From an optimization exercise on the open Yosys and OpenROAD flow, aimed at small area, a short achievable clock period and few clock cycles; shortcuts taken in it are not production practice. Function was checked by simulation only, so behaviour that the tests miss may differ from the original. Power is estimated from default activity; no workload was simulated.

== wip/harbor ==
==> flow/design.v (excerpt) <==
module lmfe_top (
	clk,
	reset,
	Din,
	in_en,
	busy,
	out_valid,
	Dout,
	sram_a,
	sram_d,
	sram_cen,
	sram_wen,
	sram_q
);
clock: 10.0 ns
lec_check: 0
cap_margin: 20
core_margin: 2
core_utilization: 55
cts_cluster_diameter: 60
cts_cluster_size: 24
place_density: 0.7
slew_margin: 20
tns_end_percent: 5
standard.sh (not shown) runs the stock make flow with config.mk's settings and CLKGATE_MAP_FILE= SYNTH_SCRIPT=/design/flow/synth_recipe.tcl, a recipe that flattens the netlist after the stock synthesis.
==> flow/flow/run.sh <==
#!/bin/bash
set -euo pipefail
bash standard.sh SETUP_SLACK_MARGIN=6.2 finish > standard.log 2>&1
wip/harbor: PASS, flow complete, no timing, DRC or antenna violations
Testbench counts of wip/harbor, summed over its fixed seeds: cycles 706,620.
The inputs of wip/umber differ from those of wip/harbor as listed below.
--- a/flow/config.mk
+++ b/flow/config.mk
@@ -15 +14,0 @@
-export TNS_END_PERCENT = 5
### Flow results
- Going from wip/harbor to wip/umber, synthesized cell count was more or less identical, number of logic stages on the critical path including buffering lost 2, clock power saw an increase, achievable frequency higher, area growth from synthesis to final layout shows an increase of 0.43 points.
- wip/harbor has a higher first-pass GRT wire length than wip/umber.
- Between wip/umber and wip/harbor, it is wip/umber whose wire length is lower, by 2.6%.
- Number of buffers added for setup after CTS was higher in wip/harbor than in wip/umber.
Edits applied to the flow inputs when going from wip/umber to wip/juniper:
--- a/flow/config.mk
+++ b/flow/config.mk
@@ -14,0 +15 @@
+export TNS_END_PERCENT = 25
Results
- Final cell area: wip/juniper below wip/umber
- wip/umber → wip/juniper: per-cell via count in the routed design barely changed; number of ordinary and repair buffers in the finished layout dropped 1.3%.
- Between wip/juniper and wip/umber, the via count figures differ only marginally.
Relative to wip/juniper, the following input files were edited for wip/raven:
--- a/flow/config.mk
+++ b/flow/config.mk
@@ -10 +10 @@
-export CORE_UTILIZATION = 55
+export CORE_UTILIZATION = 65
@@ -13 +13 @@
-export PLACE_DENSITY = 0.7
+export PLACE_DENSITY = 0.8
@@ -15 +14,0 @@
-export TNS_END_PERCENT = 25
==> comparison <==
- Going from wip/juniper to wip/raven, worst hold margin fell 0.0086 ns; met2 capacity usage during global routing rose 7.4 points; final critical-path share of the clock period rose 0.43 points; share of the final layout cell area in sequential cells about even; number of vias after detailed routing rose 413.
- wip/raven against wip/juniper: data required time at the worst endpoint roughly the same, number of iterations in the first detailed-routing pass higher.
- Against wip/juniper, global-route wire length before repair in wip/raven rose slightly.
- wip/raven vs. wip/juniper: die area shrank by about 15%; core box area has decreased; number of antenna violations at the first check in global routing went up by 1.
Input-level comparison between wip/pepper and wip/raven:
--- a/flow/config.mk
+++ b/flow/config.mk
@@ -10 +10 @@
-export CORE_UTILIZATION = 65
+export CORE_UTILIZATION = 40
@@ -13 +13 @@
-export PLACE_DENSITY = 0.8
+export PLACE_DENSITY = 0.55
## What came out
- In the reports for wip/pepper and wip/raven, the smaller headroom to the max-slew limit belongs to wip/raven.
- wip/pepper: core utilization lower than wip/raven
- Of wip/pepper and wip/raven, wip/raven shows the lower switching power as a share of total power, with wip/pepper above it.
- Post-place instance area delta for wip/pepper relative to wip/raven: 1.6% higher
- Compared with wip/raven, internal power contribution in wip/pepper increased by a few percent.
- wip/pepper vs. wip/raven: non-clock buffer count went down by 1.
- Compared with wip/raven, wip/pepper shows a lower global placement routability congestion.
- Delta(least setup slack across all paths after layout, wip/pepper - wip/raven) > 0
- NOTE die area wip/raven->wip/pepper increased by more than half
- Re area added between synthesis and finish: wip/pepper and wip/raven aren't equal, and the lower value belongs to wip/raven.
- Post-cts resize count for wip/pepper is higher than for wip/raven.

Starting RTL as in the previous note.
Design lmfe_top, start of the top module:
module lmfe_top (
	clk,
	reset,
	Din,
	in_en,
	busy,
	out_valid,
	Dout,
	sram_a,
	sram_d,
	sram_cen,
	sram_wen,
	sram_q
);
input			clk;
input			reset;
input	[7:0]	Din;
input			in_en;
output			busy;
output			out_valid;
output	[7:0]	Dout;
output	[9:0]	sram_a;
output	[7:0]	sram_d;
output			sram_cen;
output			sram_wen;
input	[7:0]	sram_q;
wire	[7:0]	ins;
wire	[7:0]	pix;
wire	[2:0]	tr;
wire			init;
wire			pre;
wire			zforce;
wire	[7:0]	med;
lmfe_filter_ctrl i_lmfe_filter_ctrl (
	.clk	(clk),
	.RST	(reset),
	.IEN	(in_en),
	.DIN	(Din),
	.Q		(sram_q),
	.MED	(med),
	.A		(sram_a),
	.D		(sram_d),
	.CEN	(sram_cen),
	.WEN	(sram_wen),
	.INS	(ins),
	.PIX	(pix),
	.TR		(tr),
	.INIT	(init),
	.PRE	(pre),
	.ZF		(zforce),
	.DOUT	(Dout),
	.OV		(out_valid),
	.BZ		(busy)
);
lmfe_med49 i_lmfe_med49 (
	.clk	(clk),
	.INS	(ins),
	.PIX	(pix),
	.TR		(tr),
	.INIT	(init),
	.PRE	(pre),
	.ZF		(zforce),
	.MED	(med)
);
endmodule
==> flow/config.mk <==
export PLATFORM = sky130hd
export DESIGN_NAME = lmfe_top
export DESIGN_NICKNAME = lmfe_top
export VERILOG_FILES = /design/flow/design.v
export SDC_FILE = /design/flow/constraint.sdc
export NUM_CORES = 4
export LEC_CHECK = 0
export CAP_MARGIN = 20
export CORE_MARGIN = 2
export CORE_UTILIZATION = 40
export CTS_CLUSTER_DIAMETER = 60
export CTS_CLUSTER_SIZE = 24
export PLACE_DENSITY = 0.55
export SLEW_MARGIN = 20
==> flow/constraint.sdc <==
create_clock -name core_clock -period 10.0 [get_ports {clk}]
set_input_delay 2.0000 -clock core_clock [delete_from_list [all_inputs] [get_ports {clk}]]
set_output_delay 2.0000 -clock core_clock [all_outputs]
set_load 0.01 [all_outputs]
==> flow/flow/run.sh <==
#!/bin/bash
set -euo pipefail
bash standard.sh SETUP_SLACK_MARGIN=6.0 finish > standard.log 2>&1
The baseline produced a clean layout.
Testbench counts at the start, summed over its fixed seeds: cycles 706,620.
Edit:
==> flow/flow/run.sh (replaced) <==
#!/bin/bash
set -euo pipefail
bash standard.sh SETUP_SLACK_MARGIN=6.2 finish > standard.log 2>&1
CTS_CLUSTER_DIAMETER = 80   (was 60)
CTS_CLUSTER_SIZE = 32   (was 24)
Outcome: The changed run ran to the end with no violations. Global-route usage decreases by 0.36 points. Register-to-register slack is better by 0.09 ns. Worst setup slack is better by 0.094 ns.
Edit:
==> flow/flow/run.sh (replaced) <==
#!/bin/bash
set -euo pipefail
bash standard.sh SETUP_SLACK_MARGIN=6.5 finish > standard.log 2>&1
CTS_CLUSTER_DIAMETER = 60   (was 80)
CTS_CLUSTER_SIZE = 24   (was 32)
Result: Cell area rose by a few percent. Setup slack improves by 0.069 ns. Synthesized area stays the same. Critical path depth is unchanged. Global-route usage goes up by 1.6 points. Total power is higher by a few percent. Wire length grows by a few percent. Clock skew grows by 0.013 ns. Hold slack hardly moves.

==> separate check: timing with driven ports <==
No port has a modelled driver above. Below, the same layouts with a new extraction and two added sets of constraints. Step 1, drivers: a clkbuf_16 drives clk and a buf_2 each remaining input, both assumed. Step 2 times the ports against the registers' clock, not the clock port: input delays grow and output delays shrink by t, the midpoint of the rising clock arrivals with the driver on. a / b / c = ideal ports / drivers / drivers and shift; a / b = the first two.
run | shift t [ns] | setup slack, ns | worst setup path after step 2 | worst data-port slew with drivers (ns) | cell pins on the clock port's net
wip/harbor | 0.627 | 6.155 / 6.155 / 6.155 | register to register | 0.04 | 1
wip/umber | 0.619 | 6.220 / 6.220 / 6.220 | register to register | 0.04 | 1
wip/juniper | 0.627 | 6.168 / 6.168 / 6.168 | register to register | 0.04 | 1
wip/raven | 0.617 | 6.125 / 6.125 / 6.125 | register to register | 0.05 | 1
wip/pepper | 0.645 | 6.141 / 6.141 / 6.141 | register to register | 0.05 | 1
the first run of note 2 | 0.652 | 6.110 / 6.110 / 6.110 | register to register | 0.05 | 1
the second run of note 2 | 0.663 | 6.204 / 6.204 / 6.204 | register to register | 0.05 | 1
the third run of note 2 | 0.640 | 6.273 / 6.273 / 6.273 | register to register | 0.05 | 1
After both steps setup and hold are still met in every run listed.
